Context: an optimization exercise on an open-source flow, tuned for small area. The choices shown serve that exercise and are no tape-out recipe. No functional check of the RTL was part of any run shown here. Power figures rest on the tool's default switching activity, not on a simulated workload.

## flow/design.v (module list and top-level ports; edited modules follow where they fit)
// module fpga_agc: 24921 lines
module fpga_agc(BLKUPL_, BMGXM, BMGXP, BMGYM, BMGYP, BMGZM, BMGZP, CAURST, CDUFAL, CDUXM, CDUXP, CDUYM, CDUYP, CDUZM, CDUZP, CNTRL1, CNTRL2, CTLSAT, DBLTST, DKBSNC, DKEND, DKSTRT, DOSCAL, FREFUN, GATEX_, GATEY_, GATEZ_, GCAPCL, GUIREL, HOLFUN, IMUCAG, IMUFAL, IMUOPR, IN3008, IN3212, IN3213, IN3214, IN3216, IN3301, ISSTOR, LEMATT, LFTOFF, LRIN0, LRIN1, LRRLSC, LVDAGD, MAINRS, MAMU, MANRmP, MANRmR, MANRmY, MANRpP, MANRpR, MANRpY, MARK, MDT01, MDT02, MDT03, MDT04, MDT05, MDT06, MDT07, MDT08, MDT09, MDT10, MDT11, MDT12, MDT13, MDT14, MDT15, MDT16, MKEY1, MKEY2, MKEY3, MKEY4, MKEY5, MLDCH, MLOAD, MNHNC, MNHRPT, MNHSBF, MNIMmP, MNIMmR, MNIMmY, MNIMpP, MNIMpR, MNIMpY, MONPAR, MONWBK, MRDCH, MREAD, MRKREJ, MRKRST, MSTP, MSTRT, MTCSAI, NAVRST, NHALGA, NHVFAL, NKEY1, NKEY2, NKEY3, NKEY4, NKEY5, OPCDFL, OPMSW2, OPMSW3, PCHGOF, PIPAXm, PIPAXp, PIPAYm, PIPAYp, PIPAZm, PIPAZp, ROLGOF, RRIN0, RRIN1, RRPONA, RRRLSC, S4BSAB, SBYBUT, SHAFTM, SHAFTP, SIGNX, SIGNY, SIGNZ, SMSEPR, SPSRDY, STRPRS, TEMPIN, TRANmX, TRANmY, TRANmZ, TRANpX, TRANpY, TRANpZ, TRNM, TRNP, TRST10, TRST9, ULLTHR, UPL0, UPL1, WD167, WD168, XLNK0, XLNK1, ZEROP, mstpeven, mstpodd, ALGA, ALRT0, ALRT1, ALT0, ALT1, ALTSNC, BPLSSW, BPLUS, CDUCLK, CDUXDM, CDUXDP, CDUYDM, CDUYDP, CDUZDM, CDUZDP, CGCWAR, CLK, COARSE, COMACT, DISDAC, DKDATA, DKDATB, ELSNCM, ELSNCN, EMSm, EMSp, ENERIM, ENEROP, GYENAB, GYRRST, GYRSET, GYXM, GYXP, GYYM, GYYP, GYZM, GYZP, ISSTDC, ISSWAR, KYRLS, LRRANG, LRRST, LRSYNC, LRXVEL, LRYVEL, LRZVEL, MBR1, MBR2, MCTRAL_, MGOJAM, MGP_, MIIP, MINHL, MINKL, MNISQ, MON800, MONWT, MOSCAL_, MPAL_, MPIPAL_, MRAG, MRCH, MREQIN, MRGG, MRLG, MROLGT, MRPTAL_, MRSC, MRULOG, MSCAFL_, MSCDBL_, MSP, MSQ10, MSQ11, MSQ12, MSQ13, MSQ14, MSQ16, MSQEXT, MST1, MST2, MST3, MSTPIT_, MT01, MT02, MT03, MT04, MT05, MT06, MT07, MT08, MT09, MT10, MT11, MT12, MTCAL_, MTCSA_, MVFAIL_, MWAG, MWARNF_, MWATCH_, MWBBEG, MWBG, MWCH, MWEBG, MWFBG, MWG, MWL01, MWL02, MWL03, MWL04, MWL05, MWL06, MWL07, MWL08, MWL09, MWL10, MWL11, MWL12, MWL13, MWL14, MWL15, MWL16, MWLG, MWQG, MWSG, MWYG, MWZG, OPEROR, OT1108, OT1110, OT1111, OT1112, OT1113, OT1114, OT1116, OT1207, OT1207_, OTLNK0, OTLNK1, OUTCOM, PIPASW, PIPDAT, PIPINT, RCmXmP, RCmXmY, RCmXpP, RCmXpY, RCmYmR, RCmYpR, RCmZmR, RCmZpR, RCpXmP, RCpXmY, RCpXpP, RCpXpY, RCpYmR, RCpYpR, RCpZmR, RCpZpR, RESTRT, RHCGO, RLYB01, RLYB02, RLYB03, RLYB04, RLYB05, RLYB06, RLYB07, RLYB08, RLYB09, RLYB10, RLYB11, RRRANG, RRRARA, RRRST, RRSYNC, RYWD12, RYWD13, RYWD14, RYWD16, S4BOFF, S4BSEQ, S4BTAK, SBYLIT, SHFTDM, SHFTDP, STARON, STNDBY, STRT1, STRT2, THRSTm, THRSTp, TMPCAU, TRNDM, TRNDP, TVCNAB, UPLACT, VNFLSH, ZEROPT, ZIMCDU, ZOPCDU, n12KPPS, n25KPPS, n3200A, n3200B, n3200C, n3200D, n800RST, n800SET, p28COM, p4SW, p4VDC, clk, reset, rope_addr, rope_data, core_addr, core_we, core_wdata, core_rdata);
  // ...
==> flow/run.sh <==
#!/bin/bash
# synth_recipe.tcl (not shown) runs the flow's synth.tcl, then flattens the netlist and writes it again
# the make line also repeats each setting of config.mk as NAME=value (left out here)
make -C /OpenROAD-flow-scripts/flow DESIGN_CONFIG=/design/flow/config.mk WORK_HOME=/design/flow/orfs CLKGATE_MAP_FILE= SYNTH_SCRIPT=/design/flow/synth_recipe.tcl finish
==> flow/config.mk <==
export PLATFORM = sky130hd
export DESIGN_NAME = fpga_agc
export DESIGN_NICKNAME = fpga_agc
export VERILOG_FILES = /design/flow/design.v
export SDC_FILE = /design/flow/constraint.sdc
export NUM_CORES = 8
export LEC_CHECK = 0
export CAP_MARGIN = 20
export CORE_MARGIN = 2
export CORE_UTILIZATION = 60
export CTS_BUF_LIST = sky130_fd_sc_hd__clkbuf_8
export CTS_CLUSTER_DIAMETER = 50
export CTS_CLUSTER_SIZE = 18
export SLEW_MARGIN = 20
==> flow/constraint.sdc <==
create_clock -name core_clock -period 19.5 [get_ports {clk}]
set_input_delay 3.9000 -clock core_clock [delete_from_list [all_inputs] [get_ports {clk}]]
set_output_delay 3.9000 -clock core_clock [all_outputs]
set_load 0.01 [all_outputs]
==> notes.md, run 1 <==
status=no timing/DRC/antenna violations; total buffers and inverters traversed by the critical path=5; P_seq=roughly 19 mW; core area=between 0.4 and 0.5 mm²; Worst-path clk slew=110 ps; Gate Count Post-Synth=around 21,000; Vias/cell=roughly 5.8; Metal-1 WL=around 310,000 µm; Power, Total=roughly 29 mW; CP Max Fanout=66; fin cells=between 20,000 and 30,000; commonest cells in the netlist=dfxtp_1 (9,063), nor2_1 (3,858), a211oi_1 (2,008); complex-gate fraction of the synthesized area=0.1435; GRT overflow=0; NumNets Final=about 21,000; post-CTS setup buffers=0; fraction of area in multi-input gates=0.2271; DR top layer=met5; Pre-antenna DRT Iters=6; # setup viols final=0; Int Pwr=approximately 23 mW; Worst path slowest cell=clkdlybuf4s50_1; M3 GR Usage=0.03775; vias in the first global route=~150k; DP Area=0.2564 mm²; RSZ-0062 raised after global routing=false; CP Capture Type=output port; xor and xnor area share after synthesis=0.0001766; Seq/total area=0.6749; met2 Track Usage GR=0.4915; top power group=sequential cells; Die Wd=between 600 and 700 µm; initial antenna violation count=between 70 and 80; CTS buffer count=approximately 630; Data required, critical path=around 16,000 ps; multi-input gates=~10,000; CP startpoint kind=input port; Comb power frac=0.009; simple-gate share of the synthesized area=0.1013; count leader, synth=dfxtp_1; Clock-cell share=0.04699; worst setup margin=approximately 8200 ps; ANT nets after route=0; maximum VDD drop=0.00006577 V; first-pass GRT wire length=slightly below 1,000,000 µm
==> inputs of run 2 (changes only) <==
--- a/flow/config.mk
+++ b/flow/config.mk
@@ -9,3 +9,3 @@
 export CORE_MARGIN = 2
-export CORE_UTILIZATION = 60
+export CORE_UTILIZATION = 75
 export CTS_BUF_LIST = sky130_fd_sc_hd__clkbuf_8
==> notes.md, run 2 <==
fin crit period=11,540 ps (was 11,350 ps); DR top layer=met5 (unchanged); relative slew slack=0.1690 (was 0.2171); CTS Root Buffer Type=clkbuf_8 (unchanged); #FFs+latches synth=9,070 (unchanged); # H-tree levels=6 (unchanged); leakage=99.42 nW (was 100.8 nW); # setup viols final=0 (unchanged); commonest non-fill, non-tap cells in the layout=dfxtp_1 (9,059), nor2_1 (3,858), a211oi_1 (2,008), a2111oi_0 (1,080), clkbuf_8 (643) (was dfxtp_1 (9,054), nor2_1 (3,858), a211oi_1 (2,008), a2111oi_0 (1,080), clkbuf_8 (720)); area leader, netlist=dfxtp_1 (unchanged); Met3 Routed Length=42,660 µm (was 31,970 µm); Layout area overhead=6.749% (was 8.548%); Crit Path Class=input port to output port (unchanged); gpl congestion=0.8606 (was 0.7939); Detail Placement HPWL=411,500 µm (was 426,100 µm); YS warnings=1 (unchanged); commonest cells in the netlist=dfxtp_1 (9,063), nor2_1 (3,858), a211oi_1 (2,008) (unchanged); worst setup margin=7958 ps (was 8152 ps); fin crit share=0.5919 (was 0.5819); Die ar.=0.3352 mm² (was 0.4184 mm²); drt wl/cell=24.70 µm (was 24.45 µm); synthesized area=0.2479 mm² (unchanged); count leader, synth=dfxtp_1 (unchanged); maximum capacitance violations=0 (unchanged); Die Wd=579.0 µm (was 646.8 µm); Final Max Tran Viols=0 (unchanged); maximum VDD drop=0.00008546 V (was 0.00006577 V); Vias/cell=6.292 (was 5.828); clk_skew=50.02 ps (was 41.67 ps); CP max stage delay=690 ps (was 680 ps); post-synth top area share=0.7318 (unchanged); worst slew pin tran=1247 ps (was 1174 ps); Mapped Avg Cell Area=11.88 µm² (unchanged); Worst-path clk slew=100 ps (was 110 ps); Place WS=7975 ps (was 8120 ps); Power, Total=27.62 mW (was 28.89 mW); CP Capture Type=output port (unchanged); NumNets Final=21,170 (was 21,210); Final Core Density=0.8027 (was 0.6529); met2 routed WL=284,800 µm (was 303,800 µm); final wirelength=630,600 µm (was 657,200 µm); Netlist cell types=63 (unchanged); Die Y=579.0 µm (was 646.8 µm); CTS buffer count=591 (was 631); Starting DRT DRC Count=15,620 (was 12,960); FMAX=86.64 MHz (was 88.12 MHz); ys flop type=dfxtp_1 (unchanged); Metal-1 WL=273,300 µm (was 306,100 µm); post-CTS setup buffers=0 (unchanged); RSZ-0062 raised after global routing=false (unchanged); core area=0.3297 mm² (was 0.4122 mm²); Pre-antenna DRT Iters=7 (was 6); Starting Density=0.7519 (was 0.6015); CTS tree=done (unchanged); Overall Global Routing Usage=0.3660 (was 0.3050); routed vias=160,600 (was 156,600); CP top delay family=buffers and inverters (unchanged); Data required, critical path=15,600 ps (about the same); number of flops mapped to enable cells by yosys=0 (unchanged); CTS Hold Bufs=0 (unchanged); deepest clock path buffer count=4 (unchanged); Post-CTS Resized=0 (unchanged); CTS sink cnt=9,070 (unchanged); Final Hold Fails=0 (unchanged); number of port buffers=436 (unchanged); row cnt=211 (was 236); vias in the first global route=153,000 (was 147,900); CP Max Fanout=109 (was 66); commonest non-fill, non-tap cell in the layout=dfxtp_1 (unchanged); arrival time worst endpoint=7640 ps (was 7450 ps); largest net degree at the start of global routing=212 (was 189); ys async rst share=0.0007718 (unchanged); GRT overflow=0 (unchanged); total buffers and inverters traversed by the critical path=5 (unchanged); Most flops, register=agc_cnt (unchanged); worst min path class=flop to flop (unchanged); Worst path slowest cell=clkdlybuf4s50_1 (unchanged); top cells by area, synth=dfxtp_1 (73%), a211oi_1 (6.1%), nor2_1 (5.8%) (unchanged); drc violations=0 (unchanged); first-pass GRT wire length=940,600 µm (was 969,700 µm); Worst-Skew Late Latency=1280 ps (about the same); CP startpoint kind=input port (unchanged); Gate Count Post-Synth=20,880 (unchanged); status=no timing/DRC/antenna violations (unchanged); CP cell instances=clkdlybuf4s50_1, nand4bb_4, inv_8, buf_4, buf_4, and3_1, clkdlybuf4s50_1 (was clkdlybuf4s50_1, nand4bb_4, inv_8, buf_4, buf_4, and2_1, clkdlybuf4s50_1); I/O Pins=441 (unchanged); pwr/cell area=104.4 mW/mm² (was 107.4 mW/mm²); initial antenna violation count=57 (was 76); max reg flops=7 (unchanged); ANT nets after route=0 (unchanged); sequential area share after synthesis=0.7325 (unchanged); layout cells sized above 1=0.04502 (was 0.05565); setup tns final=0 ps (unchanged)
run 2: cell type report:
cell class | instances | area (µm²)
flip-flops and latches | 9070 | 181600
fillers | 20000 | 65070
multi-input cells | 10490 | 61070
clock buffers | 643 | 8850
repair buffers | 621 | 5903
well taps | 4366 | 5463
clock inverters | 121 | 940.9
inverters | 199 | 769.5
diodes | 22 | 55.05
run 2: stage by stage:
step	hold slack, ps	cell area [µm²]	std cells
floorplan	329.0	247900	20880
global placement	333.7	254800	24750
detailed placement	339.3	254800	24750
CTS	346.4	264600	25510
global route	359.7	264600	25510
finish	348.7	264700	25530
run 2: kinds of logic (layout without fill, tap and decap cells):
logic type / Yosys count / in the layout / share of synthesized area
buf+inv: 1319 / 1584 / 0.02156
fa+ha+maj: 8 / 8 / 0.0004037
mux: 12 / 12 / 0.0004845
simple gates: 5823 / 5823 / 0.1013
xor+xnor: 5 / 5 / 0.0001766
flops: 9070 / 9070 / 0.7325
other cells: 1 / 24 / 0.00001512
compound gates: 4640 / 4640 / 0.1435
run 2: worst paths after layout:
path | to | depth (start not counted) | slack [ps] | startpoint
max in group asynchronous | agc_cnt[3]$_DFF_PP0_ | 2 | 15960 | reset
setup reg to reg | traya_a04_NOR36157$_SDFF_PP0_ | 10 | 11820 | held_b$_DFF_P_
setup / recovery | core_wdata[8] | 7 | 7960 | reset
hold reg to reg | traya_a20_NOR31443_p$_DFF_P_ | 0 | 350 | traya_a20_NOR31443$_SDFF_PP1_
hold / removal | traya_a20_NOR31443_p$_DFF_P_ | 0 | 350 | traya_a20_NOR31443$_SDFF_PP1_
min in group asynchronous | agc_cnt[4]$_DFF_PP0_ | 2 | 3300 | reset
run 2: power breakdown:
group          switching, mW  internal [mW]  total [mW]
sequential            0.0832           18.6        18.7
clock                   5.52           3.16        8.67
combinational          0.156         0.0921       0.248
total                   5.76           21.9        27.6
run 2: per-layer routing:
| metal | global-route usage | vias up |
|---|---|---|
| li1 | - | 74030 |
| met1 | 0.5161 | 80080 |
| met2 | 0.5707 | 5394 |
| met3 | 0.04884 | 1109 |
| met4 | 0.1607 | 22 |
| met5 | 0 | - |
==> inputs of run 3 (changes only) <==
==> flow/flow/run.sh (new file) <==
#!/bin/bash
# Own flow: the standard ORFS layout, with two changes to how the layout is made:
#  - ports are buffered with sky130_fd_sc_hd__buf_1 instead of ORFS's default buffer;
#  - clock tree synthesis uses small clusters of clkbuf_8 leaf buffers and no dummy loads.
# Everything else (synthesis, floorplan, power grid, placement, routing) is standard.sh.
set -euo pipefail
export BUFFER_PORTS_ARGS="-buffer_cell sky130_fd_sc_hd__buf_1"
export CTS_ARGS="-sink_clustering_enable -repair_clock_nets -dont_use_dummy_load -buf_list sky130_fd_sc_hd__clkbuf_8 -sink_clustering_size 18 -sink_clustering_max_diameter 50"
bash standard.sh > standard_flow.log 2>&1
==> flow/standard.sh (new file) <==
#!/bin/bash
# synth_recipe.tcl (not shown) runs the flow's synth.tcl, then flattens the netlist and writes it again
# the make line also repeats each setting of config.mk as NAME=value (left out here)
make -C /OpenROAD-flow-scripts/flow DESIGN_CONFIG=/design/flow/config.mk WORK_HOME=/design/flow/orfs CLKGATE_MAP_FILE= SYNTH_SCRIPT=/design/flow/synth_recipe.tcl "${@:-finish}"
--- a/flow/config.mk
+++ b/flow/config.mk
@@ -9,6 +9,3 @@
 export CORE_MARGIN = 2
-export CORE_UTILIZATION = 75
-export CTS_BUF_LIST = sky130_fd_sc_hd__clkbuf_8
-export CTS_CLUSTER_DIAMETER = 50
-export CTS_CLUSTER_SIZE = 18
+export CORE_UTILIZATION = 60
 export SLEW_MARGIN = 20
removed: flow/run.sh
==> notes.md, run 3 <==
status=no timing/DRC/antenna violations (unchanged); CP Max Fanout=130 (was 109); layout cells sized above 1=0.04345 (was 0.04502); Detail Placement HPWL=426,300 µm (was 411,500 µm); worst setup margin=8697 ps (was 7958 ps); CP Capture Type=output port (unchanged); setup tns final=0 ps (unchanged); deepest clock path buffer count=4 (unchanged); post-CTS setup buffers=0 (unchanged); fin crit period=10,800 ps (was 11,540 ps); Starting DRT DRC Count=12,840 (was 15,620); largest net degree at the start of global routing=188 (was 212); Gate Count Post-Synth=20,880 (unchanged); fin crit share=0.5540 (was 0.5919); gpl congestion=0.8016 (was 0.8606); area leader, netlist=dfxtp_1 (unchanged); NumNets Final=21,230 (was 21,170); CTS tree=done (unchanged); commonest non-fill, non-tap cells in the layout=dfxtp_1 (9,056), nor2_1 (3,858), a211oi_1 (2,008), a2111oi_0 (1,080), clkbuf_8 (634) (was dfxtp_1 (9,059), nor2_1 (3,858), a211oi_1 (2,008), a2111oi_0 (1,080), clkbuf_8 (643)); DP Area=0.2537 mm² (was 0.2548 mm²); post-synthesis adder-cell area fraction=0.0004037 (unchanged); Worst-path clk slew=100 ps (about the same); maximum capacitance violations=0 (unchanged); met2 Track Usage GR=0.4874 (was 0.5707); Power, Total=27.33 mW (was 27.62 mW); largest family of logic cells by synthesized area=compound AO/OA/AOI/OAI gates (unchanged); relative slew slack=0.1349 (was 0.1690); leakage=97.82 nW (was 99.42 nW); Die ar.=0.4184 mm² (was 0.3352 mm²); ANT nets after route=0 (unchanged); multiplexer area fraction after synthesis=0.0004845 (unchanged); first-pass GRT wire length=965,400 µm (was 940,600 µm); Die Wd=646.8 µm (was 579.0 µm); drt wl/cell=24.75 µm (was 24.70 µm); I/O Pins=441 (unchanged); Crit Path Class=input port to output port (unchanged); FMAX=92.56 MHz (was 86.64 MHz); Pre-antenna DRT Iters=6 (was 7); maximum VDD drop=0.00007075 V (was 0.00008546 V); RSZ-0062 raised after global routing=false (unchanged); YS warnings=1 (unchanged); top cells by area, synth=dfxtp_1 (73%), a211oi_1 (6.1%), nor2_1 (5.8%) (unchanged); vias in the first global route=145,400 (was 153,000); Data required, critical path=15,600 ps (about the same); commonest cells in the netlist=dfxtp_1 (9,063), nor2_1 (3,858), a211oi_1 (2,008) (unchanged); final instance area=0.2625 mm² (was 0.2647 mm²); arrival time worst endpoint=6900 ps (was 7640 ps); M3 GR Usage=0.02960 (was 0.04884); GRT busiest layer=met2 (unchanged); Starting Density=0.6015 (was 0.7519); Vias/cell=5.870 (was 6.292); initial antenna violation count=80 (was 57); worst min path class=flop to flop (unchanged); Overall Global Routing Usage=0.3048 (was 0.3660); commonest non-fill, non-tap cell in the layout=dfxtp_1 (unchanged); CTS buffer count=634 (was 591); post-synth top area share=0.7318 (unchanged); GRT overflow=0 (unchanged); Final Max Tran Viols=0 (unchanged); CTS sink cnt=9,070 (unchanged); ys flop type=dfxtp_1 (unchanged); CTS Root Buffer Type=clkbuf_8 (unchanged); simple-gate share of the synthesized area=0.1013 (unchanged); # H-tree levels=6 (unchanged); core area=0.4122 mm² (was 0.3297 mm²); Netlist cell types=63 (unchanged); number of port buffers=436 (unchanged); xor and xnor area share after synthesis=0.0001766 (unchanged); Worst-Skew Late Latency=1260 ps (was 1280 ps); Post-CTS Resized=0 (unchanged); complex-gate fraction of the synthesized area=0.1435 (unchanged); GR Util met1=0.4452 (was 0.5161); CTS Hold Bufs=0 (unchanged); synthesized area=0.2479 mm² (unchanged); pwr/cell area=104.1 mW/mm² (was 104.4 mW/mm²); Place WS=8568 ps (was 7975 ps); drc violations=0 (unchanged); clk_skew=69.61 ps (was 50.02 ps); Die Y=646.8 µm (was 579.0 µm); ys async rst share=0.0007718 (unchanged); final wirelength=656,900 µm (was 630,600 µm); CP startpoint kind=input port (unchanged); number of flops mapped to enable cells by yosys=0 (unchanged); worst slew pin tran=1292 ps (was 1247 ps); Most flops, register=agc_cnt (unchanged); max reg flops=7 (unchanged); Final Hold Slack=315.6 ps (was 348.7 ps); routed vias=155,800 (was 160,600); row cnt=236 (was 211); sequential area share after synthesis=0.7325 (unchanged); count leader, synth=dfxtp_1 (unchanged); #FFs+latches synth=9,070 (unchanged); # setup viols final=0 (unchanged); Final Hold Fails=0 (unchanged); Layout area overhead=5.870% (was 6.749%); Mapped Avg Cell Area=11.88 µm² (unchanged)
## run 3: area by class of cell
type	instances	area (µm²)
Multi-Input combinational cell	10490	61120
Clock buffer	634	8726
Tap cell	5474	6849
Fill cell	32560	149700
Inverter	199	772.0
Timing Repair Buffer	644	3327
Sequential cell	9070	181600
Antenna cell	28	70.07
## run 3: final timing paths
kind / from / depth (start not counted) / end / slack (ps)
worst min register to register: traya_a24_NOR49322$_SDFF_PP0_ / 0 / traya_a24_NOR49322_p$_DFF_P_ / 320
worst max register to register: traya_a18_NOR42457$_SDFF_PP0_ / 9 / traya_a23_NOR48440$_SDFF_PP0_ / 13450
worst max-delay path: reset / 8 / MWL16 / 8700
min in group asynchronous: reset / 2 / agc_cnt[6]$_DFF_PP0_ / 2860
worst min-delay path: traya_a24_NOR49322$_SDFF_PP0_ / 0 / traya_a24_NOR49322_p$_DFF_P_ / 320
max in group asynchronous: reset / 2 / agc_cnt[1]$_DFF_PP0_ / 16390
## run 3: power by group
part / internal (mW) / total, mW / switching (mW)
Combinational: 0.0676 / 0.227 / 0.159
Clock: 2.92 / 8.40 / 5.48
Sequential: 18.6 / 18.7 / 0.0821
Total: 21.6 / 27.3 / 5.72
## run 3: routing by layer
metal	vias to the layer above	part of all wire
met5	-	0.000082
met2	3267	0.46
met4	8	0.027
li1	74050	-
met1	77680	0.47
met3	793	0.045
## run 3: logic make-up (layout without fill, tap and decap cells)
| kind of cell | count (synthesis) | count (layout) |
|---|---|---|
| flops | 9070 | 9070 |
| simple gates | 5823 | 5823 |
| compound gates | 4640 | 4640 |
| buf+inv | 1319 | 1477 |
| mux | 12 | 12 |
| fa+ha+maj | 8 | 8 |
| xor+xnor | 5 | 5 |
| other cells | 1 | 30 |
## run 3: critical path: stages
cell,delay [ps]
buf_1,270
nand4bb_4,360
inv_8,420
buf_4,600
buf_12,330
buf_4,530
and2_1,220
buf_1,150
## run 3: through the flow
| step | std cells | utilization |
|---|---|---|
| floorplan | 20880 | - |
| CTS | 26510 | 0.6366 |
| finish | 26540 | 0.6368 |
| global route | 26510 | 0.6366 |
| detailed placement | 25880 | 0.6154 |
| global placement | 25880 | 0.6154 |

-- what the ideal ports hide --
Ports are ideal in the flow. The routed layouts listed here were re-timed in OpenROAD. Step 1 sets driving cells, clkbuf_16 on the clock port and buf_2 on the other inputs (assumed; they add their load-dependent delay and slew). Step 2, shift: input delay + t, output delay - t, t = (earliest + latest rising clock arrival at the registers) / 2. This alone moves slack from input paths to output paths. a / b / c = ideal ports / drivers / drivers and shift; a / b = the first two.
run | t (ns) | setup slack, ns | hold WS [ns]
run 1 | 1.379 | 8.152 / 8.132 / 8.132 | 0.350 / 0.350 / 0.350
run 2 | 1.354 | 7.958 / 7.938 / 7.938 | 0.349 / 0.349 / 0.349
run 3 | 1.361 | 8.697 / 8.677 / 8.677 | 0.316 / 0.316 / 0.316
After both steps every run listed still meets setup and hold.
